This design comes from an exercise in tuning for small area, a short achievable clock period and few clock cycles per item on the open sky130 flow, not from production work. No functional check of the RTL was part of this run.

==> design.v <==
module e203_muldiv (
  input         clk,
  input         rst_n,
  input         i_valid,
  output        i_ready,
  input  [2:0]  i_op,
  input  [31:0] i_rs1,
  input  [31:0] i_rs2,
  output        o_valid,
  input         o_ready,
  output [31:0] o_wdat
);
  function [5:0] bitlen;
    input [31:0] v;
    integer i;
    begin
      bitlen = 0;
      for (i = 0; i < 32; i = i + 1)
        if (v[i]) bitlen = i + 1;
    end
  endfunction
  reg busy, done;
  wire start = i_valid & ~busy;
  wire step  = busy & ~done;
  assign o_valid = done;
  assign i_ready = done & o_ready;
  wire fin = done & o_ready;
  reg isdiv, rlo, rop, sq, srm, bz, swp, rst_acc, dnorm, dsub;
  reg [4:0] cnt;
  reg [1:0] nmul;
  reg [33:0] sr, cr;                
  reg [11:0] lows, lowc;
  reg [23:0] lo;
  reg cy;
  wire op_div = i_op[2];
  wire [32:0] xin = {(i_op[1:0] != 2'd3) & i_rs1[31], i_rs1};
  wire [32:0] yin = {(i_op[1] == 1'b0) & i_rs2[31], i_rs2};
  wire [1:0] nx = (xin[32:11] == {22{xin[32]}}) ? 2'd1 : (xin[32:23] == {10{xin[32]}}) ? 2'd2 : 2'd3;
  wire [1:0] ny = (yin[32:11] == {22{yin[32]}}) ? 2'd1 : (yin[32:23] == {10{yin[32]}}) ? 2'd2 : 2'd3;
  wire swap_c = (nx < ny - 2'd1);
  wire [32:0] xm = (busy & swp) ? yin : xin;
  wire [32:0] ymul = (busy & swp) ? xin : yin;
  wire [36:0] yext = {{3{ymul[32]}}, ymul, 1'b0};
  reg [12:0] ym;
  always @* begin
    case (busy ? cnt[1:0] : 2'd0)
      2'd0: ym = yext[12:0];
      2'd1: ym = yext[24:12];
      2'd2: ym = yext[36:24];
      default: ym = yext[12:0];
    endcase
  end
  wire [45:0] so, co;
  mdv_csa u_csa (.x(xm), .y(ym), .s(sr), .c(cr), .g(~busy | rst_acc), .so(so), .co(co));
  wire cyin = (cnt == 5'd1) ? 1'b0 : cy;
  wire [12:0] chunk = {1'b0, lows} + {1'b0, lowc} + {12'd0, cyin};
  wire a_neg = ~i_op[0] & i_rs1[31];
  wire b_neg = ~i_op[0] & i_rs2[31];
  wire [5:0] ma = bitlen(i_rs1 ^ {32{a_neg}});
  wire [5:0] mb = bitlen(i_rs2 ^ {32{b_neg}});
  wire [6:0] qs = {1'b0, ma} + {6'd0, a_neg} - {1'b0, mb};
  wire bzero = (i_rs2 == 32'd0);
  wire qskip = qs[6] | bzero;
  wire [32:0] a_ext = {a_neg, i_rs1};
  wire [33:0] r_init = {a_ext[32], a_ext} - {33'd0, a_neg};
  wire [5:0] dsh = {lowc[5:1] + {4'd0, lowc[0]}, 1'b0};
  wire [33:0] dfirst = cr << dsh;
  wire [33:0] dcur = dnorm ? dfirst : cr;
  wire [33:0] rq0 = sr;
  wire [34:0] df0 = {rq0[33], rq0} + (dsub ? ~{dcur[33], dcur} : {dcur[33], dcur}) + {34'd0, dsub};
  wire qb0 = (df0[34] == srm);
  wire [33:0] rq1 = qb0 ? df0[33:0] : rq0;
  wire [33:0] dv1 = {dcur[33], dcur[33:1]};
  wire [34:0] df1 = {rq1[33], rq1} + (dsub ? ~{dv1[33], dv1} : {dv1[33], dv1}) + {34'd0, dsub};
  wire qb1 = (df1[34] == srm) & ~dnorm;
  wire [33:0] rq2 = qb1 ? df1[33:0] : rq1;
  wire [35:0] qreg = {lo, lows};
  always @(posedge clk or negedge rst_n) begin
    if (!rst_n) begin
      busy <= 1'b0;
      done <= 1'b0;
    end else if (fin) begin
      busy <= 1'b0;
      done <= 1'b0;
    end else if (start) begin
      busy <= 1'b1;
      done <= op_div ? qskip : (ny == 2'd1);
    end else if (step) begin
      if (isdiv) done <= (cnt == 5'd1);
      else done <= (cnt[1:0] + 2'd1 == nmul);
    end
  end
  always @(posedge clk) begin
    if (start) begin
      isdiv <= op_div;
      rlo <= (i_op[1:0] == 2'd0);
      rop <= i_op[1];
      sq <= a_neg ^ b_neg;
      srm <= a_neg;
      bz <= (i_rs2 == 32'd0);
      swp <= swap_c;
      rst_acc <= swap_c;
      nmul <= (ny == 2'd1) ? 2'd1 : swap_c ? nx : ny;
      if (op_div) begin
        dnorm <= 1'b1;
        dsub <= ~(a_neg ^ b_neg);
        cnt <= {1'b0, qs[5:1]} + {4'd0, qs[0]} + 5'd1;
        sr <= r_init;
        cr <= {{2{b_neg}}, i_rs2};
        lo <= 0;
        lows <= 0;
        lowc <= {{6{1'b0}}, qs[5:0]};
      end else begin
        cnt <= swap_c ? 5'd0 : 5'd1;
        sr <= so[45:12];
        cr <= co[45:12];
        lows <= so[11:0];
        lowc <= co[11:0];
      end
    end else if (step) begin
      if (~isdiv) begin
        rst_acc <= 1'b0;
        cnt <= cnt + 5'd1;
        sr <= so[45:12];
        cr <= co[45:12];
        lows <= so[11:0];
        lowc <= co[11:0];
        if (cnt != 5'd0) begin
          cy <= chunk[12];
          case (cnt[1:0])
            2'd1: lo[11:0] <= chunk[11:0];
            2'd2: lo[23:12] <= chunk[11:0];
            default: ;
          endcase
        end
      end else begin
        dnorm <= 1'b0;
        cnt <= cnt - 5'd1;
        cr <= dnorm ? dv1 : {{2{dcur[33]}}, dcur[33:2]};
        sr <= rq2;
        {lo, lows} <= dnorm ? {qreg[34:0], qb0} : {qreg[33:0], qb0, qb1};
      end
    end
  end
  wire cyf = (cnt == 5'd1) ? 1'b0 : cy;
  wire [46:0] fsum1 = {sr, lows, 1'b1} + {cr, lowc, cyf};
  wire [45:0] fsum = fsum1[46:1];
  wire [45:0] f = {~fsum[45], fsum[44:0]};
  reg [63:0] prod;
  always @* begin
    case (cnt[1:0])
      2'd1: prod = {{18{f[45]}}, f};
      2'd2: prod = {{6{f[45]}}, f, lo[11:0]};
      2'd3: prod = {f, lo[23:0]};
      default: prod = {{18{f[45]}}, f};
    endcase
  end
  wire [31:0] mres = rlo ? prod[31:0] : prod[63:32];
  wire [31:0] dval = rop ? sr[31:0] : qreg[31:0];
  wire dinv = ~rop & sq;
  wire dinc = rop ? srm : sq;
  wire [31:0] dres = (bz & ~rop) ? 32'hFFFFFFFF : (dval ^ {32{dinv}}) + {31'd0, dinc};
  assign o_wdat = isdiv ? dres : mres;
endmodule
module mdv_csa (
  input  [32:0] x,
  input  [12:0] y,
  input  [33:0] s,
  input  [33:0] c,
  input         g,
  output [45:0] so,
  output [45:0] co
);
  wire [33:0] x34 = {x[32], x};
  wire b0_one = y[0] ^ y[1];
  wire b0_two = (y[2] & ~y[1] & ~y[0]) | (~y[2] & y[1] & y[0]);
  wire b0_neg = y[2];
  wire [33:0] m0 = ({34{b0_one}} & x34) | ({34{b0_two}} & {x34[32:0], 1'b0});
  wire [33:0] p0 = (m0 ^ {34{b0_neg}}) ^ 34'h200000000;
  wire b1_one = y[2] ^ y[3];
  wire b1_two = (y[4] & ~y[3] & ~y[2]) | (~y[4] & y[3] & y[2]);
  wire b1_neg = y[4];
  wire [33:0] m1 = ({34{b1_one}} & x34) | ({34{b1_two}} & {x34[32:0], 1'b0});
  wire [33:0] p1 = (m1 ^ {34{b1_neg}}) ^ 34'h200000000;
  wire b2_one = y[4] ^ y[5];
  wire b2_two = (y[6] & ~y[5] & ~y[4]) | (~y[6] & y[5] & y[4]);
  wire b2_neg = y[6];
  wire [33:0] m2 = ({34{b2_one}} & x34) | ({34{b2_two}} & {x34[32:0], 1'b0});
  wire [33:0] p2 = (m2 ^ {34{b2_neg}}) ^ 34'h200000000;
  wire b3_one = y[6] ^ y[7];
  wire b3_two = (y[8] & ~y[7] & ~y[6]) | (~y[8] & y[7] & y[6]);
  wire b3_neg = y[8];
  wire [33:0] m3 = ({34{b3_one}} & x34) | ({34{b3_two}} & {x34[32:0], 1'b0});
  wire [33:0] p3 = (m3 ^ {34{b3_neg}}) ^ 34'h200000000;
  wire b4_one = y[8] ^ y[9];
  wire b4_two = (y[10] & ~y[9] & ~y[8]) | (~y[10] & y[9] & y[8]);
  wire b4_neg = y[10];
  wire [33:0] m4 = ({34{b4_one}} & x34) | ({34{b4_two}} & {x34[32:0], 1'b0});
  wire [33:0] p4 = (m4 ^ {34{b4_neg}}) ^ 34'h200000000;
  wire b5_one = y[10] ^ y[11];
  wire b5_two = (y[12] & ~y[11] & ~y[10]) | (~y[12] & y[11] & y[10]);
  wire b5_neg = y[12];
  wire [33:0] m5 = ({34{b5_one}} & x34) | ({34{b5_two}} & {x34[32:0], 1'b0});
  wire [33:0] p5 = (m5 ^ {34{b5_neg}}) ^ 34'h200000000;
  wire [33:0] se = {s[33] | g, s[32:0] & {33{~g}}};
  wire [33:0] ce = c & {34{~g}};
  wire t1 = p0[6] ^ p1[4];
  wire t2 = p0[6] & p1[4];
  wire t3 = p0[7] ^ p1[5];
  wire t4 = p0[7] & p1[5];
  wire t5 = p0[8] ^ p1[6] ^ p2[4];
  wire t6 = (p0[8] & p1[6]) | (p0[8] & p2[4]) | (p1[6] & p2[4]);
  wire t7 = p3[2] ^ p4[0];
  wire t8 = p3[2] & p4[0];
  wire t9 = p0[9] ^ p1[7] ^ p2[5];
  wire t10 = (p0[9] & p1[7]) | (p0[9] & p2[5]) | (p1[7] & p2[5]);
  wire t11 = p3[3] ^ p4[1];
  wire t12 = p3[3] & p4[1];
  wire t13 = p0[10] ^ p1[8] ^ p2[6];
  wire t14 = (p0[10] & p1[8]) | (p0[10] & p2[6]) | (p1[8] & p2[6]);
  wire t15 = p3[4] ^ p4[2] ^ p5[0];
  wire t16 = (p3[4] & p4[2]) | (p3[4] & p5[0]) | (p4[2] & p5[0]);
  wire t17 = b5_neg ^ se[10];
  wire t18 = b5_neg & se[10];
  wire t19 = p0[11] ^ p1[9] ^ p2[7];
  wire t20 = (p0[11] & p1[9]) | (p0[11] & p2[7]) | (p1[9] & p2[7]);
  wire t21 = p3[5] ^ p4[3] ^ p5[1];
  wire t22 = (p3[5] & p4[3]) | (p3[5] & p5[1]) | (p4[3] & p5[1]);
  wire t23 = se[11] ^ ce[11];
  wire t24 = se[11] & ce[11];
  wire t25 = p0[12] ^ p1[10] ^ p2[8];
  wire t26 = (p0[12] & p1[10]) | (p0[12] & p2[8]) | (p1[10] & p2[8]);
  wire t27 = p3[6] ^ p4[4] ^ p5[2];
  wire t28 = (p3[6] & p4[4]) | (p3[6] & p5[2]) | (p4[4] & p5[2]);
  wire t29 = se[12] ^ ce[12];
  wire t30 = se[12] & ce[12];
  wire t31 = p0[13] ^ p1[11] ^ p2[9];
  wire t32 = (p0[13] & p1[11]) | (p0[13] & p2[9]) | (p1[11] & p2[9]);
  wire t33 = p3[7] ^ p4[5] ^ p5[3];
  wire t34 = (p3[7] & p4[5]) | (p3[7] & p5[3]) | (p4[5] & p5[3]);
  wire t35 = se[13] ^ ce[13];
  wire t36 = se[13] & ce[13];
  wire t37 = p0[14] ^ p1[12] ^ p2[10];
  wire t38 = (p0[14] & p1[12]) | (p0[14] & p2[10]) | (p1[12] & p2[10]);
  wire t39 = p3[8] ^ p4[6] ^ p5[4];
  wire t40 = (p3[8] & p4[6]) | (p3[8] & p5[4]) | (p4[6] & p5[4]);
  wire t41 = se[14] ^ ce[14];
  wire t42 = se[14] & ce[14];
  wire t43 = p0[15] ^ p1[13] ^ p2[11];
  wire t44 = (p0[15] & p1[13]) | (p0[15] & p2[11]) | (p1[13] & p2[11]);
  wire t45 = p3[9] ^ p4[7] ^ p5[5];
  wire t46 = (p3[9] & p4[7]) | (p3[9] & p5[5]) | (p4[7] & p5[5]);
  wire t47 = se[15] ^ ce[15];
  wire t48 = se[15] & ce[15];
  wire t49 = p0[16] ^ p1[14] ^ p2[12];
  wire t50 = (p0[16] & p1[14]) | (p0[16] & p2[12]) | (p1[14] & p2[12]);
  wire t51 = p3[10] ^ p4[8] ^ p5[6];
  wire t52 = (p3[10] & p4[8]) | (p3[10] & p5[6]) | (p4[8] & p5[6]);
  wire t53 = se[16] ^ ce[16];
  wire t54 = se[16] & ce[16];
  wire t55 = p0[17] ^ p1[15] ^ p2[13];
  wire t56 = (p0[17] & p1[15]) | (p0[17] & p2[13]) | (p1[15] & p2[13]);
  wire t57 = p3[11] ^ p4[9] ^ p5[7];
  wire t58 = (p3[11] & p4[9]) | (p3[11] & p5[7]) | (p4[9] & p5[7]);
  wire t59 = se[17] ^ ce[17];
  wire t60 = se[17] & ce[17];
  wire t61 = p0[18] ^ p1[16] ^ p2[14];
  wire t62 = (p0[18] & p1[16]) | (p0[18] & p2[14]) | (p1[16] & p2[14]);
  wire t63 = p3[12] ^ p4[10] ^ p5[8];
  wire t64 = (p3[12] & p4[10]) | (p3[12] & p5[8]) | (p4[10] & p5[8]);
  wire t65 = se[18] ^ ce[18];
  wire t66 = se[18] & ce[18];
  wire t67 = p0[19] ^ p1[17] ^ p2[15];
  wire t68 = (p0[19] & p1[17]) | (p0[19] & p2[15]) | (p1[17] & p2[15]);
  wire t69 = p3[13] ^ p4[11] ^ p5[9];
  wire t70 = (p3[13] & p4[11]) | (p3[13] & p5[9]) | (p4[11] & p5[9]);
  wire t71 = se[19] ^ ce[19];
  wire t72 = se[19] & ce[19];
  wire t73 = p0[20] ^ p1[18] ^ p2[16];
  wire t74 = (p0[20] & p1[18]) | (p0[20] & p2[16]) | (p1[18] & p2[16]);
  wire t75 = p3[14] ^ p4[12] ^ p5[10];
  wire t76 = (p3[14] & p4[12]) | (p3[14] & p5[10]) | (p4[12] & p5[10]);
  wire t77 = se[20] ^ ce[20];
  wire t78 = se[20] & ce[20];
  wire t79 = p0[21] ^ p1[19] ^ p2[17];
  wire t80 = (p0[21] & p1[19]) | (p0[21] & p2[17]) | (p1[19] & p2[17]);
  wire t81 = p3[15] ^ p4[13] ^ p5[11];
  wire t82 = (p3[15] & p4[13]) | (p3[15] & p5[11]) | (p4[13] & p5[11]);
  wire t83 = se[21] ^ ce[21];
  wire t84 = se[21] & ce[21];
  wire t85 = p0[22] ^ p1[20] ^ p2[18];
  wire t86 = (p0[22] & p1[20]) | (p0[22] & p2[18]) | (p1[20] & p2[18]);
  wire t87 = p3[16] ^ p4[14] ^ p5[12];
  wire t88 = (p3[16] & p4[14]) | (p3[16] & p5[12]) | (p4[14] & p5[12]);
  wire t89 = se[22] ^ ce[22];
  wire t90 = se[22] & ce[22];
  wire t91 = p0[23] ^ p1[21] ^ p2[19];
  wire t92 = (p0[23] & p1[21]) | (p0[23] & p2[19]) | (p1[21] & p2[19]);
  wire t93 = p3[17] ^ p4[15] ^ p5[13];
  wire t94 = (p3[17] & p4[15]) | (p3[17] & p5[13]) | (p4[15] & p5[13]);
  wire t95 = se[23] ^ ce[23];
  wire t96 = se[23] & ce[23];
  wire t97 = p0[24] ^ p1[22] ^ p2[20];
  wire t98 = (p0[24] & p1[22]) | (p0[24] & p2[20]) | (p1[22] & p2[20]);
  wire t99 = p3[18] ^ p4[16] ^ p5[14];
  wire t100 = (p3[18] & p4[16]) | (p3[18] & p5[14]) | (p4[16] & p5[14]);
  wire t101 = se[24] ^ ce[24];
  wire t102 = se[24] & ce[24];
  wire t103 = p0[25] ^ p1[23] ^ p2[21];
  wire t104 = (p0[25] & p1[23]) | (p0[25] & p2[21]) | (p1[23] & p2[21]);
  wire t105 = p3[19] ^ p4[17] ^ p5[15];
  wire t106 = (p3[19] & p4[17]) | (p3[19] & p5[15]) | (p4[17] & p5[15]);
  wire t107 = se[25] ^ ce[25];
  wire t108 = se[25] & ce[25];
  wire t109 = p0[26] ^ p1[24] ^ p2[22];
  wire t110 = (p0[26] & p1[24]) | (p0[26] & p2[22]) | (p1[24] & p2[22]);
  wire t111 = p3[20] ^ p4[18] ^ p5[16];
  wire t112 = (p3[20] & p4[18]) | (p3[20] & p5[16]) | (p4[18] & p5[16]);
  wire t113 = se[26] ^ ce[26];
  wire t114 = se[26] & ce[26];
  wire t115 = p0[27] ^ p1[25] ^ p2[23];
  wire t116 = (p0[27] & p1[25]) | (p0[27] & p2[23]) | (p1[25] & p2[23]);
  wire t117 = p3[21] ^ p4[19] ^ p5[17];
  wire t118 = (p3[21] & p4[19]) | (p3[21] & p5[17]) | (p4[19] & p5[17]);
  wire t119 = se[27] ^ ce[27];
  wire t120 = se[27] & ce[27];
  wire t121 = p0[28] ^ p1[26] ^ p2[24];
  wire t122 = (p0[28] & p1[26]) | (p0[28] & p2[24]) | (p1[26] & p2[24]);
  wire t123 = p3[22] ^ p4[20] ^ p5[18];
  wire t124 = (p3[22] & p4[20]) | (p3[22] & p5[18]) | (p4[20] & p5[18]);
  wire t125 = se[28] ^ ce[28];
  wire t126 = se[28] & ce[28];
  wire t127 = p0[29] ^ p1[27] ^ p2[25];
  wire t128 = (p0[29] & p1[27]) | (p0[29] & p2[25]) | (p1[27] & p2[25]);
  wire t129 = p3[23] ^ p4[21] ^ p5[19];
  wire t130 = (p3[23] & p4[21]) | (p3[23] & p5[19]) | (p4[21] & p5[19]);
  wire t131 = se[29] ^ ce[29];
  wire t132 = se[29] & ce[29];
  wire t133 = p0[30] ^ p1[28] ^ p2[26];
  wire t134 = (p0[30] & p1[28]) | (p0[30] & p2[26]) | (p1[28] & p2[26]);
  wire t135 = p3[24] ^ p4[22] ^ p5[20];
  wire t136 = (p3[24] & p4[22]) | (p3[24] & p5[20]) | (p4[22] & p5[20]);
  wire t137 = se[30] ^ ce[30];
  wire t138 = se[30] & ce[30];
  wire t139 = p0[31] ^ p1[29] ^ p2[27];
  wire t140 = (p0[31] & p1[29]) | (p0[31] & p2[27]) | (p1[29] & p2[27]);
  wire t141 = p3[25] ^ p4[23] ^ p5[21];
  wire t142 = (p3[25] & p4[23]) | (p3[25] & p5[21]) | (p4[23] & p5[21]);
  wire t143 = se[31] ^ ce[31];
  wire t144 = se[31] & ce[31];
  wire t145 = p0[32] ^ p1[30] ^ p2[28];
  wire t146 = (p0[32] & p1[30]) | (p0[32] & p2[28]) | (p1[30] & p2[28]);
  wire t147 = p3[26] ^ p4[24] ^ p5[22];
  wire t148 = (p3[26] & p4[24]) | (p3[26] & p5[22]) | (p4[24] & p5[22]);
  wire t149 = se[32] ^ ce[32];
  wire t150 = se[32] & ce[32];
  wire t151 = p0[33] ^ p1[31] ^ p2[29];
  wire t152 = (p0[33] & p1[31]) | (p0[33] & p2[29]) | (p1[31] & p2[29]);
  wire t153 = p3[27] ^ p4[25] ^ p5[23];
  wire t154 = (p3[27] & p4[25]) | (p3[27] & p5[23]) | (p4[25] & p5[23]);
  wire t155 = se[33] ^ ce[33];
  wire t156 = se[33] & ce[33];
  wire t157 = p1[32] ^ p2[30] ^ p3[28];
  wire t158 = (p1[32] & p2[30]) | (p1[32] & p3[28]) | (p2[30] & p3[28]);
  wire t159 = p4[26] ^ p5[24];
  wire t160 = p4[26] & p5[24];
  wire t161 = p1[33] ^ p2[31];
  wire t162 = p1[33] & p2[31];
  wire t163 = p0[2] ^ p1[0];
  wire t164 = p0[2] & p1[0];
  wire t165 = p0[3] ^ p1[1];
  wire t166 = p0[3] & p1[1];
  wire t167 = p0[4] ^ p1[2] ^ p2[0];
  wire t168 = (p0[4] & p1[2]) | (p0[4] & p2[0]) | (p1[2] & p2[0]);
  wire t169 = b2_neg ^ se[4];
  wire t170 = b2_neg & se[4];
  wire t171 = p0[5] ^ p1[3] ^ p2[1];
  wire t172 = (p0[5] & p1[3]) | (p0[5] & p2[1]) | (p1[3] & p2[1]);
  wire t173 = se[5] ^ ce[5];
  wire t174 = se[5] & ce[5];
  wire t175 = p2[2] ^ p3[0] ^ b3_neg;
  wire t176 = (p2[2] & p3[0]) | (p2[2] & b3_neg) | (p3[0] & b3_neg);
  wire t177 = se[6] ^ ce[6] ^ t1;
  wire t178 = (se[6] & ce[6]) | (se[6] & t1) | (ce[6] & t1);
  wire t179 = p2[3] ^ p3[1] ^ se[7];
  wire t180 = (p2[3] & p3[1]) | (p2[3] & se[7]) | (p3[1] & se[7]);
  wire t181 = ce[7] ^ t2 ^ t3;
  wire t182 = (ce[7] & t2) | (ce[7] & t3) | (t2 & t3);
  wire t183 = b4_neg ^ se[8] ^ ce[8];
  wire t184 = (b4_neg & se[8]) | (b4_neg & ce[8]) | (se[8] & ce[8]);
  wire t185 = t4 ^ t5 ^ t7;
  wire t186 = (t4 & t5) | (t4 & t7) | (t5 & t7);
  wire t187 = se[9] ^ ce[9] ^ t6;
  wire t188 = (se[9] & ce[9]) | (se[9] & t6) | (ce[9] & t6);
  wire t189 = t8 ^ t9 ^ t11;
  wire t190 = (t8 & t9) | (t8 & t11) | (t9 & t11);
  wire t191 = ce[10] ^ t10 ^ t12;
  wire t192 = (ce[10] & t10) | (ce[10] & t12) | (t10 & t12);
  wire t193 = t13 ^ t15 ^ t17;
  wire t194 = (t13 & t15) | (t13 & t17) | (t15 & t17);
  wire t195 = t14 ^ t16 ^ t18;
  wire t196 = (t14 & t16) | (t14 & t18) | (t16 & t18);
  wire t197 = t19 ^ t21 ^ t23;
  wire t198 = (t19 & t21) | (t19 & t23) | (t21 & t23);
  wire t199 = t20 ^ t22 ^ t24;
  wire t200 = (t20 & t22) | (t20 & t24) | (t22 & t24);
  wire t201 = t25 ^ t27 ^ t29;
  wire t202 = (t25 & t27) | (t25 & t29) | (t27 & t29);
  wire t203 = t26 ^ t28 ^ t30;
  wire t204 = (t26 & t28) | (t26 & t30) | (t28 & t30);
  wire t205 = t31 ^ t33 ^ t35;
  wire t206 = (t31 & t33) | (t31 & t35) | (t33 & t35);
  wire t207 = t32 ^ t34 ^ t36;
  wire t208 = (t32 & t34) | (t32 & t36) | (t34 & t36);
  wire t209 = t37 ^ t39 ^ t41;
  wire t210 = (t37 & t39) | (t37 & t41) | (t39 & t41);
  wire t211 = t38 ^ t40 ^ t42;
  wire t212 = (t38 & t40) | (t38 & t42) | (t40 & t42);
  wire t213 = t43 ^ t45 ^ t47;
  wire t214 = (t43 & t45) | (t43 & t47) | (t45 & t47);
  wire t215 = t44 ^ t46 ^ t48;
  wire t216 = (t44 & t46) | (t44 & t48) | (t46 & t48);
  wire t217 = t49 ^ t51 ^ t53;
  wire t218 = (t49 & t51) | (t49 & t53) | (t51 & t53);
  wire t219 = t50 ^ t52 ^ t54;
  wire t220 = (t50 & t52) | (t50 & t54) | (t52 & t54);
  wire t221 = t55 ^ t57 ^ t59;
  wire t222 = (t55 & t57) | (t55 & t59) | (t57 & t59);
  wire t223 = t56 ^ t58 ^ t60;
  wire t224 = (t56 & t58) | (t56 & t60) | (t58 & t60);
  wire t225 = t61 ^ t63 ^ t65;
  wire t226 = (t61 & t63) | (t61 & t65) | (t63 & t65);
  wire t227 = t62 ^ t64 ^ t66;
  wire t228 = (t62 & t64) | (t62 & t66) | (t64 & t66);
  wire t229 = t67 ^ t69 ^ t71;
  wire t230 = (t67 & t69) | (t67 & t71) | (t69 & t71);
  wire t231 = t68 ^ t70 ^ t72;
  wire t232 = (t68 & t70) | (t68 & t72) | (t70 & t72);
  wire t233 = t73 ^ t75 ^ t77;
  wire t234 = (t73 & t75) | (t73 & t77) | (t75 & t77);
  wire t235 = t74 ^ t76 ^ t78;
  wire t236 = (t74 & t76) | (t74 & t78) | (t76 & t78);
  wire t237 = t79 ^ t81 ^ t83;
  wire t238 = (t79 & t81) | (t79 & t83) | (t81 & t83);
  wire t239 = t80 ^ t82 ^ t84;
  wire t240 = (t80 & t82) | (t80 & t84) | (t82 & t84);
  wire t241 = t85 ^ t87 ^ t89;
  wire t242 = (t85 & t87) | (t85 & t89) | (t87 & t89);
  wire t243 = t86 ^ t88 ^ t90;
  wire t244 = (t86 & t88) | (t86 & t90) | (t88 & t90);
  wire t245 = t91 ^ t93 ^ t95;
  wire t246 = (t91 & t93) | (t91 & t95) | (t93 & t95);
  wire t247 = t92 ^ t94 ^ t96;
  wire t248 = (t92 & t94) | (t92 & t96) | (t94 & t96);
  wire t249 = t97 ^ t99 ^ t101;
  wire t250 = (t97 & t99) | (t97 & t101) | (t99 & t101);
  wire t251 = t98 ^ t100 ^ t102;
  wire t252 = (t98 & t100) | (t98 & t102) | (t100 & t102);
  wire t253 = t103 ^ t105 ^ t107;
  wire t254 = (t103 & t105) | (t103 & t107) | (t105 & t107);
  wire t255 = t104 ^ t106 ^ t108;
  wire t256 = (t104 & t106) | (t104 & t108) | (t106 & t108);
  wire t257 = t109 ^ t111 ^ t113;
  wire t258 = (t109 & t111) | (t109 & t113) | (t111 & t113);
  wire t259 = t110 ^ t112 ^ t114;
  wire t260 = (t110 & t112) | (t110 & t114) | (t112 & t114);
  wire t261 = t115 ^ t117 ^ t119;
  wire t262 = (t115 & t117) | (t115 & t119) | (t117 & t119);
  wire t263 = t116 ^ t118 ^ t120;
  wire t264 = (t116 & t118) | (t116 & t120) | (t118 & t120);
  wire t265 = t121 ^ t123 ^ t125;
  wire t266 = (t121 & t123) | (t121 & t125) | (t123 & t125);
  wire t267 = t122 ^ t124 ^ t126;
  wire t268 = (t122 & t124) | (t122 & t126) | (t124 & t126);
  wire t269 = t127 ^ t129 ^ t131;
  wire t270 = (t127 & t129) | (t127 & t131) | (t129 & t131);
  wire t271 = t128 ^ t130 ^ t132;
  wire t272 = (t128 & t130) | (t128 & t132) | (t130 & t132);
  wire t273 = t133 ^ t135 ^ t137;
  wire t274 = (t133 & t135) | (t133 & t137) | (t135 & t137);
  wire t275 = t134 ^ t136 ^ t138;
  wire t276 = (t134 & t136) | (t134 & t138) | (t136 & t138);
  wire t277 = t139 ^ t141 ^ t143;
  wire t278 = (t139 & t141) | (t139 & t143) | (t141 & t143);
  wire t279 = t140 ^ t142 ^ t144;
  wire t280 = (t140 & t142) | (t140 & t144) | (t142 & t144);
  wire t281 = t145 ^ t147 ^ t149;
  wire t282 = (t145 & t147) | (t145 & t149) | (t147 & t149);
  wire t283 = t146 ^ t148 ^ t150;
  wire t284 = (t146 & t148) | (t146 & t150) | (t148 & t150);
  wire t285 = t151 ^ t153 ^ t155;
  wire t286 = (t151 & t153) | (t151 & t155) | (t153 & t155);
  wire t287 = 1'b1 ^ t152 ^ t154;
  wire t288 = (1'b1 & t152) | (1'b1 & t154) | (t152 & t154);
  wire t289 = t156 ^ t157 ^ t159;
  wire t290 = (t156 & t157) | (t156 & t159) | (t157 & t159);
  wire t291 = p3[29] ^ p4[27] ^ p5[25];
  wire t292 = (p3[29] & p4[27]) | (p3[29] & p5[25]) | (p4[27] & p5[25]);
  wire t293 = t158 ^ t160 ^ t161;
  wire t294 = (t158 & t160) | (t158 & t161) | (t160 & t161);
  wire t295 = p2[32] ^ p3[30] ^ p4[28];
  wire t296 = (p2[32] & p3[30]) | (p2[32] & p4[28]) | (p3[30] & p4[28]);
  wire t297 = p5[26] ^ 1'b1 ^ t162;
  wire t298 = (p5[26] & 1'b1) | (p5[26] & t162) | (1'b1 & t162);
  wire t299 = p2[33] ^ p3[31] ^ p4[29];
  wire t300 = (p2[33] & p3[31]) | (p2[33] & p4[29]) | (p3[31] & p4[29]);
  wire t301 = p3[32] ^ p4[30];
  wire t302 = p3[32] & p4[30];
  wire t303 = p0[0] ^ b0_neg;
  wire t304 = p0[0] & b0_neg;
  wire t305 = p0[1] ^ se[1];
  wire t306 = p0[1] & se[1];
  wire t307 = b1_neg ^ se[2] ^ ce[2];
  wire t308 = (b1_neg & se[2]) | (b1_neg & ce[2]) | (se[2] & ce[2]);
  wire t309 = se[3] ^ ce[3] ^ t164;
  wire t310 = (se[3] & ce[3]) | (se[3] & t164) | (ce[3] & t164);
  wire t311 = ce[4] ^ t166 ^ t167;
  wire t312 = (ce[4] & t166) | (ce[4] & t167) | (t166 & t167);
  wire t313 = t168 ^ t170 ^ t171;
  wire t314 = (t168 & t170) | (t168 & t171) | (t170 & t171);
  wire t315 = t172 ^ t174 ^ t175;
  wire t316 = (t172 & t174) | (t172 & t175) | (t174 & t175);
  wire t317 = t176 ^ t178 ^ t179;
  wire t318 = (t176 & t178) | (t176 & t179) | (t178 & t179);
  wire t319 = t180 ^ t182 ^ t183;
  wire t320 = (t180 & t182) | (t180 & t183) | (t182 & t183);
  wire t321 = t184 ^ t186 ^ t187;
  wire t322 = (t184 & t186) | (t184 & t187) | (t186 & t187);
  wire t323 = t188 ^ t190 ^ t191;
  wire t324 = (t188 & t190) | (t188 & t191) | (t190 & t191);
  wire t325 = t192 ^ t194 ^ t195;
  wire t326 = (t192 & t194) | (t192 & t195) | (t194 & t195);
  wire t327 = t196 ^ t198 ^ t199;
  wire t328 = (t196 & t198) | (t196 & t199) | (t198 & t199);
  wire t329 = t200 ^ t202 ^ t203;
  wire t330 = (t200 & t202) | (t200 & t203) | (t202 & t203);
  wire t331 = t204 ^ t206 ^ t207;
  wire t332 = (t204 & t206) | (t204 & t207) | (t206 & t207);
  wire t333 = t208 ^ t210 ^ t211;
  wire t334 = (t208 & t210) | (t208 & t211) | (t210 & t211);
  wire t335 = t212 ^ t214 ^ t215;
  wire t336 = (t212 & t214) | (t212 & t215) | (t214 & t215);
  wire t337 = t216 ^ t218 ^ t219;
  wire t338 = (t216 & t218) | (t216 & t219) | (t218 & t219);
  wire t339 = t220 ^ t222 ^ t223;
  wire t340 = (t220 & t222) | (t220 & t223) | (t222 & t223);
  wire t341 = t224 ^ t226 ^ t227;
  wire t342 = (t224 & t226) | (t224 & t227) | (t226 & t227);
  wire t343 = t228 ^ t230 ^ t231;
  wire t344 = (t228 & t230) | (t228 & t231) | (t230 & t231);
  wire t345 = t232 ^ t234 ^ t235;
  wire t346 = (t232 & t234) | (t232 & t235) | (t234 & t235);
  wire t347 = t236 ^ t238 ^ t239;
  wire t348 = (t236 & t238) | (t236 & t239) | (t238 & t239);
  wire t349 = t240 ^ t242 ^ t243;
  wire t350 = (t240 & t242) | (t240 & t243) | (t242 & t243);
  wire t351 = t244 ^ t246 ^ t247;
  wire t352 = (t244 & t246) | (t244 & t247) | (t246 & t247);
  wire t353 = t248 ^ t250 ^ t251;
  wire t354 = (t248 & t250) | (t248 & t251) | (t250 & t251);
  wire t355 = t252 ^ t254 ^ t255;
  wire t356 = (t252 & t254) | (t252 & t255) | (t254 & t255);
  wire t357 = t256 ^ t258 ^ t259;
  wire t358 = (t256 & t258) | (t256 & t259) | (t258 & t259);
  wire t359 = t260 ^ t262 ^ t263;
  wire t360 = (t260 & t262) | (t260 & t263) | (t262 & t263);
  wire t361 = t264 ^ t266 ^ t267;
  wire t362 = (t264 & t266) | (t264 & t267) | (t266 & t267);
  wire t363 = t268 ^ t270 ^ t271;
  wire t364 = (t268 & t270) | (t268 & t271) | (t270 & t271);
  wire t365 = t272 ^ t274 ^ t275;
  wire t366 = (t272 & t274) | (t272 & t275) | (t274 & t275);
  wire t367 = t276 ^ t278 ^ t279;
  wire t368 = (t276 & t278) | (t276 & t279) | (t278 & t279);
  wire t369 = t280 ^ t282 ^ t283;
  wire t370 = (t280 & t282) | (t280 & t283) | (t282 & t283);
  wire t371 = t284 ^ t286 ^ t287;
  wire t372 = (t284 & t286) | (t284 & t287) | (t286 & t287);
  wire t373 = t288 ^ t290 ^ t291;
  wire t374 = (t288 & t290) | (t288 & t291) | (t290 & t291);
  wire t375 = t292 ^ t294 ^ t295;
  wire t376 = (t292 & t294) | (t292 & t295) | (t294 & t295);
  wire t377 = p5[27] ^ t296 ^ t298;
  wire t378 = (p5[27] & t296) | (p5[27] & t298) | (t296 & t298);
  wire t379 = p5[28] ^ 1'b1 ^ t300;
  wire t380 = (p5[28] & 1'b1) | (p5[28] & t300) | (1'b1 & t300);
  wire t381 = p3[33] ^ p4[31] ^ p5[29];
  wire t382 = (p3[33] & p4[31]) | (p3[33] & p5[29]) | (p4[31] & p5[29]);
  wire t383 = p4[32] ^ p5[30];
  wire t384 = p4[32] & p5[30];
  wire t385 = se[0] ^ ce[0];
  wire t386 = se[0] & ce[0];
  wire t387 = ce[1] ^ t304 ^ t305;
  wire t388 = (ce[1] & t304) | (ce[1] & t305) | (t304 & t305);
  wire t389 = t163 ^ t306 ^ t307;
  wire t390 = (t163 & t306) | (t163 & t307) | (t306 & t307);
  wire t391 = t165 ^ t308 ^ t309;
  wire t392 = (t165 & t308) | (t165 & t309) | (t308 & t309);
  wire t393 = t169 ^ t310 ^ t311;
  wire t394 = (t169 & t310) | (t169 & t311) | (t310 & t311);
  wire t395 = t173 ^ t312 ^ t313;
  wire t396 = (t173 & t312) | (t173 & t313) | (t312 & t313);
  wire t397 = t177 ^ t314 ^ t315;
  wire t398 = (t177 & t314) | (t177 & t315) | (t314 & t315);
  wire t399 = t181 ^ t316 ^ t317;
  wire t400 = (t181 & t316) | (t181 & t317) | (t316 & t317);
  wire t401 = t185 ^ t318 ^ t319;
  wire t402 = (t185 & t318) | (t185 & t319) | (t318 & t319);
  wire t403 = t189 ^ t320 ^ t321;
  wire t404 = (t189 & t320) | (t189 & t321) | (t320 & t321);
  wire t405 = t193 ^ t322 ^ t323;
  wire t406 = (t193 & t322) | (t193 & t323) | (t322 & t323);
  wire t407 = t197 ^ t324 ^ t325;
  wire t408 = (t197 & t324) | (t197 & t325) | (t324 & t325);
  wire t409 = t201 ^ t326 ^ t327;
  wire t410 = (t201 & t326) | (t201 & t327) | (t326 & t327);
  wire t411 = t205 ^ t328 ^ t329;
  wire t412 = (t205 & t328) | (t205 & t329) | (t328 & t329);
  wire t413 = t209 ^ t330 ^ t331;
  wire t414 = (t209 & t330) | (t209 & t331) | (t330 & t331);
  wire t415 = t213 ^ t332 ^ t333;
  wire t416 = (t213 & t332) | (t213 & t333) | (t332 & t333);
  wire t417 = t217 ^ t334 ^ t335;
  wire t418 = (t217 & t334) | (t217 & t335) | (t334 & t335);
  wire t419 = t221 ^ t336 ^ t337;
  wire t420 = (t221 & t336) | (t221 & t337) | (t336 & t337);
  wire t421 = t225 ^ t338 ^ t339;
  wire t422 = (t225 & t338) | (t225 & t339) | (t338 & t339);
  wire t423 = t229 ^ t340 ^ t341;
  wire t424 = (t229 & t340) | (t229 & t341) | (t340 & t341);
  wire t425 = t233 ^ t342 ^ t343;
  wire t426 = (t233 & t342) | (t233 & t343) | (t342 & t343);
  wire t427 = t237 ^ t344 ^ t345;
  wire t428 = (t237 & t344) | (t237 & t345) | (t344 & t345);
  wire t429 = t241 ^ t346 ^ t347;
  wire t430 = (t241 & t346) | (t241 & t347) | (t346 & t347);
  wire t431 = t245 ^ t348 ^ t349;
  wire t432 = (t245 & t348) | (t245 & t349) | (t348 & t349);
  wire t433 = t249 ^ t350 ^ t351;
  wire t434 = (t249 & t350) | (t249 & t351) | (t350 & t351);
  wire t435 = t253 ^ t352 ^ t353;
  wire t436 = (t253 & t352) | (t253 & t353) | (t352 & t353);
  wire t437 = t257 ^ t354 ^ t355;
  wire t438 = (t257 & t354) | (t257 & t355) | (t354 & t355);
  wire t439 = t261 ^ t356 ^ t357;
  wire t440 = (t261 & t356) | (t261 & t357) | (t356 & t357);
  wire t441 = t265 ^ t358 ^ t359;
  wire t442 = (t265 & t358) | (t265 & t359) | (t358 & t359);
  wire t443 = t269 ^ t360 ^ t361;
  wire t444 = (t269 & t360) | (t269 & t361) | (t360 & t361);
  wire t445 = t273 ^ t362 ^ t363;
  wire t446 = (t273 & t362) | (t273 & t363) | (t362 & t363);
  wire t447 = t277 ^ t364 ^ t365;
  wire t448 = (t277 & t364) | (t277 & t365) | (t364 & t365);
  wire t449 = t281 ^ t366 ^ t367;
  wire t450 = (t281 & t366) | (t281 & t367) | (t366 & t367);
  wire t451 = t285 ^ t368 ^ t369;
  wire t452 = (t285 & t368) | (t285 & t369) | (t368 & t369);
  wire t453 = t289 ^ t370 ^ t371;
  wire t454 = (t289 & t370) | (t289 & t371) | (t370 & t371);
  wire t455 = t293 ^ t372 ^ t373;
  wire t456 = (t293 & t372) | (t293 & t373) | (t372 & t373);
  wire t457 = t297 ^ t374 ^ t375;
  wire t458 = (t297 & t374) | (t297 & t375) | (t374 & t375);
  wire t459 = t299 ^ t376 ^ t377;
  wire t460 = (t299 & t376) | (t299 & t377) | (t376 & t377);
  wire t461 = t301 ^ t378 ^ t379;
  wire t462 = (t301 & t378) | (t301 & t379) | (t378 & t379);
  wire t463 = t302 ^ t380 ^ t381;
  wire t464 = (t302 & t380) | (t302 & t381) | (t380 & t381);
  wire t465 = 1'b1 ^ t382 ^ t383;
  wire t466 = (1'b1 & t382) | (1'b1 & t383) | (t382 & t383);
  wire t467 = p4[33] ^ p5[31] ^ t384;
  wire t468 = (p4[33] & p5[31]) | (p4[33] & t384) | (p5[31] & t384);
  wire t469 = p5[32] ^ 1'b1;
  wire t470 = p5[32] & 1'b1;
  assign so = {1'b0, 1'b1, p5[33], t468, t466, t464, t462, t460, t458, t456, t454, t452, t450, t448, t446, t444, t442, t440, t438, t436, t434, t432, t430, t428, t426, t424, t422, t420, t418, t416, t414, t412, t410, t408, t406, t404, t402, t400, t398, t396, t394, t392, t390, t388, t386, t303};
  assign co = {1'b0, 1'b0, t470, t469, t467, t465, t463, t461, t459, t457, t455, t453, t451, t449, t447, t445, t443, t441, t439, t437, t435, t433, t431, t429, t427, t425, t423, t421, t419, t417, t415, t413, t411, t409, t407, t405, t403, t401, t399, t397, t395, t393, t391, t389, t387, t385};
endmodule
==> flow/run.sh <==
#!/bin/bash
# The standard layout (the standard.sh, unchanged synthesis), with timing
# repair aimed at a tighter target than the design's clock: repair_timing
# works until every path has this much setup slack at the design's period.
set -euo pipefail
MARGIN=$(cat flow/margin.txt)
bash standard.sh SETUP_SLACK_MARGIN=$MARGIN finish > run_make.log 2>&1
==> flow/margin.txt <==
5.6
==> standard.sh <==
#!/bin/bash
# synth_recipe.tcl (not shown) runs the flow's synth.tcl, then flattens the netlist and writes it again
# the make line also repeats each setting of config.mk as NAME=value (left out here)
make -C /OpenROAD-flow-scripts/flow DESIGN_CONFIG=/design/flow/config.mk WORK_HOME=/design/flow/orfs CLKGATE_MAP_FILE= SYNTH_SCRIPT=/design/flow/synth_recipe.tcl "${@:-finish}"
==> config.mk <==
export PLATFORM = sky130hd
export DESIGN_NAME = e203_muldiv
export DESIGN_NICKNAME = e203_muldiv
export VERILOG_FILES = /design/flow/design.v
export SDC_FILE = /design/flow/constraint.sdc
export NUM_CORES = 8
export LEC_CHECK = 0
export CAP_MARGIN = 20
export CORE_MARGIN = 2
export CORE_UTILIZATION = 45
export SLEW_MARGIN = 20
==> constraint.sdc <==
create_clock -name core_clock -period 11.0 [get_ports {clk}]
set_input_delay 2.2000 -clock core_clock [delete_from_list [all_inputs] [get_ports {clk}]]
set_output_delay 2.2000 -clock core_clock [all_outputs]
set_load 0.01 [all_outputs]
==> results list <==
- The run finished with no timing, DRC or antenna violations.
* Largest area contributor in the synthesized netlist: sky130_fd_sc_hd__edfxtp_1
* CTS tree: built
- For this run, the leading register cell type out of synthesis is sky130_fd_sc_hd__edfxtp_1.
- A synthesized cell averages 7.40 µm².
- By instance count, the leading cell after synthesis is sky130_fd_sc_hd__a21oi_1.
* Number of distinct standard cells referenced by the synthesized netlist: 85
- Summed over all layers, the routed wires come to 191 mm.
- Vias in the first global route: roughly 38,000
* Instance count of the mapped netlist: 4,541
* Most used standard cells in the synthesized netlist: sky130_fd_sc_hd__a21oi_1 (481), sky130_fd_sc_hd__o21ai_0 (441), sky130_fd_sc_hd__clkbuf_1 (390), sky130_fd_sc_hd__nand2_1 (357), sky130_fd_sc_hd__nor2_1 (290)
- By area the synthesized netlist is led by sky130_fd_sc_hd__edfxtp_1 (12%), sky130_fd_sc_hd__fa_1 (12%), sky130_fd_sc_hd__a21oi_1 (7.2%).
* Critical Path Sink Type: flip-flop
- Post-Syn Nets: 4,989
- Of the synthesized area, sequential elements account for 0.120.
- The worst path needs 7.67 ns of the cycle, external delays included.
* 1st-iter DRT viols: a little under 7,000
- Hold buffer count at cts: 0
* Critical Path AT: approximately 8 ns
- For this run, the slowest stage of the critical path takes about 0.44 ns.
* Sum of buffers and inverters on the critical path: 21
- Core Rows: 100
- After detailed routing, the number of remaining DRC violations is 0.
- In this design, the largest share of critical-path delay is due to buffers and inverters.
* Pins Over Slew Limit: 0
- Setup repair after global routing missed its margin: true
* Fraction of layout cells with a size suffix above 1: 0.330
- In this run, synthesis inferred ~130 flip-flops with an integrated enable.
* Total count of hold-check failures in the final report: 0
- Buffer type at the clock tree root: sky130_fd_sc_hd__clkbuf_16
- Hold crit path type: reg2reg
- STA puts the critical path data required time at 11.23 ns.
* Post-route clock skew: 0.0212 ns
- The layout has 6,393 filler cells.
- In this run the register-to-register setup slack is roughly 3.3 ns.
* Largest net degree at the start of global routing: 74
- Core area: 74,200 µm²
- Most Frequent Cell on Critical Path: sky130_fd_sc_hd__buf_4
- Timing would allow up to ~130 MHz.
- Summed over all nets, the half-perimeter wirelength after detailed placement is 122 mm.
- In this run, synthesis produced a sequential element count of 135.
- Effective utilization at floorplan: 0.453
- Slowest stage cell on the critical path: sky130_fd_sc_hd__edfxtp_1
- Setup violations remaining at the end of the flow were counted as 0.
- The final route contains 41,300 vias.
- In the final routed layout, each cell accounts on average for 32.8 µm.
- Across every metal layer, demand over resource in global routing totals 0.467.
- Drt pass-1 iters: 14
* Area fraction of the dominant cell type after synthesis: 0.119
- After clock tree synthesis, the clock-pin slew on the worst setup and hold paths is 0.07 ns.
* Total CTS buffers: 17
- The tree built by TritonCTS fans out to 135 sinks.
- For the final routed database, the setup TNS stands at 0 ns.
- Clock latency of the later-clocked register in the worst-skew pair: about 0.49 ns
* Post-layout nets: 5,269
- Area growth from synthesis to layout: 37.5%
* Sort of element at the start of the critical path: flip-flop
* Die Footprint: 76,900 µm²
- In the routed layout, each cell is associated on average with a via count of 7.11.
- Top-level I/O count: 105
- For this run, asynchronously set or reset flops after synthesis account for 0.0148.
* H-tree depth: 4
- The cell area that synthesis handed to floorplanning was 33,600 µm².
- Across the run, the number of max-cap violations was 0.
- In this run the horizontal extent of the chip is around 280 µm.
- At the pin with the least slew margin, the transition time is 1.26 ns.
- CTS max path bufs: 2
- Worst-path maximum fanout: 7
- Global placer's final weighted congestion: 1.07
* Total gr overflow: 0
* Antenna violations before repair: 6
* Die span in y: 277 µm
* Number of warning messages in the yosys log: 1
* First-pass GRT wire length: between 200 and 300 mm
- During placement, the flow inserted port buffers numbering 104.
- Worst slew margin relative to its limit: 0.152
- The detail route stage leaves a number of antenna-violating nets equal to 0.
- Dividing the final minimum period by the clock period gives 0.697.
- Setup CP Type: reg2reg
## routing by layer
metal	vias to the layer above	GRT usage	wire [µm]
met4	10	0.374	20800
met5	-	0	70
met2	3405	0.695	78800
li1	17300	-	-
met1	19400	0.564	66100
met3	1110	0.134	24900
## final timing paths
| kind | depth (start not counted) | start | end |
|---|---|---|---|
| worst min register to register | 2 | cnt[4] | cnt[4] |
| worst max-delay path | 43 | lowc[1] | sr[5] |
| max in group asynchronous | 1 | rst_n | done |
| min in group asynchronous | 1 | rst_n | busy |
| worst max register to register | 43 | lowc[1] | sr[5] |
| worst min-delay path | 2 | cnt[4] | cnt[4] |
## cells in the final DEF, fill, tap and decap left out, types with 34 or more instances in the layout
cell,count
sky130_fd_sc_hd__a21o_1,83
sky130_fd_sc_hd__a21oi_1,361
sky130_fd_sc_hd__a21oi_2,105
sky130_fd_sc_hd__a221o_1,43
sky130_fd_sc_hd__and2_1,80
sky130_fd_sc_hd__buf_12,73
sky130_fd_sc_hd__buf_2,43
sky130_fd_sc_hd__buf_4,379
sky130_fd_sc_hd__buf_6,104
sky130_fd_sc_hd__edfxtp_1,133
sky130_fd_sc_hd__fa_1,74
sky130_fd_sc_hd__fa_2,121
sky130_fd_sc_hd__ha_1,134
sky130_fd_sc_hd__inv_1,174
sky130_fd_sc_hd__inv_2,46
sky130_fd_sc_hd__mux2_2,46
sky130_fd_sc_hd__mux2i_1,111
sky130_fd_sc_hd__nand2_1,324
sky130_fd_sc_hd__nand2b_1,37
sky130_fd_sc_hd__nand3_1,98
sky130_fd_sc_hd__nor2_1,260
sky130_fd_sc_hd__nor2b_1,34
sky130_fd_sc_hd__nor3_1,54
sky130_fd_sc_hd__o21ai_0,280
sky130_fd_sc_hd__o21ai_1,127
sky130_fd_sc_hd__o221ai_1,108
sky130_fd_sc_hd__o22ai_1,163
sky130_fd_sc_hd__o22ai_2,37
sky130_fd_sc_hd__xnor2_1,130
sky130_fd_sc_hd__xor2_1,89
## cells by family (layout without fill, tap and decap cells)
kind of cell | Yosys count | count (layout) | share of synthesized area
compound gates | 1767 | 1769 | 0.333
buf+inv | 679 | 958 | 0.0765
fa+ha+maj | 377 | 377 | 0.184
xor+xnor | 271 | 272 | 0.0711
mux | 186 | 186 | 0.0585
other cells | 0 | 3 | 0
simple gates | 1126 | 1137 | 0.157
flops | 135 | 135 | 0.120
## worst min-delay path, cell delays in order, from the launching register on
cell,delay (ns)
sky130_fd_sc_hd__edfxtp_1,0.39
sky130_fd_sc_hd__xor2_1,0.09
sky130_fd_sc_hd__o22ai_1,0.11
## flip-flops by register name, summed over array words and instances (netlist names)
| register | cells |
|---|---|
| rop | 1 |
| swp | 1 |
| cnt | 5 |
| dnorm | 1 |
| rlo | 1 |
| lo | 24 |
| sr | 34 |
| cy | 1 |
| lowc | 12 |
| dsub | 1 |
| bz | 1 |
| isdiv | 1 |
| lows | 12 |
| nmul | 2 |
| cr | 33 |
| done | 1 |
| sq | 1 |
| rst_acc | 1 |
| srm | 1 |
| busy | 1 |
## timing repair
action,CTS,global route
pin swaps,302,243
setup endpoints to repair,146,125
cloned,42,9
gates resized for setup,1150,295
buffers inserted,322,111
## metrics by stage
stage	hold slack, ns	setup slack [ns]	area, µm²	instances	utilization
final	0.711	3.33	46200	5806	0.623
after detailed placement	0.698	1.85	36400	5287	0.491
after floorplan	0.605	4.11	35500	4541	-
after CTS	0.719	3.49	43900	5683	0.592
after global routing	0.761	3.09	46200	5803	0.623
after global placement	0.693	1.94	36400	5287	0.491
## area by class of cell
class | instances | area (µm²) | area share
clock inverters | 14 | 196 | 0.00425
diodes | 3 | 7.51 | 0.000162
repair buffers | 684 | 7370 | 0.159
multi-input cells | 3741 | 31900 | 0.691
well taps | 969 | 1210 | 0.0262
inverters | 240 | 988 | 0.0214
repair inverters | 2 | 16.3 | 0.000352
clock buffers | 18 | 429 | 0.00929
flip-flops and latches | 135 | 4040 | 0.0875

-- static timing again, ports no longer ideal --
The flow's constraints put no driver on any port. The routed layout listed below was extracted and timed again, unchanged, in two steps. Step 1: set_driving_cell puts a clkbuf_16 on clk and a buf_2 on each other input, an assumption about the parent block. Step 2 adds t to the input delays and takes it off the output delays; t is the mean of the earliest and latest rising clock arrival at the registers after step 1. Input paths then give back, and output paths get back, about the clock's delay inside the block. a / b / c = ideal / step 1 / step 2; a / b = the first two.
shift t [ns]: 0.527
setup slack, ns: 3.334 / 3.334 / 3.334
worst setup path after step 2: register to register
After both steps this run still meets setup and hold. The setup slack of this run moves by 0.000 ns with the drivers and by 0.000 ns with both steps.
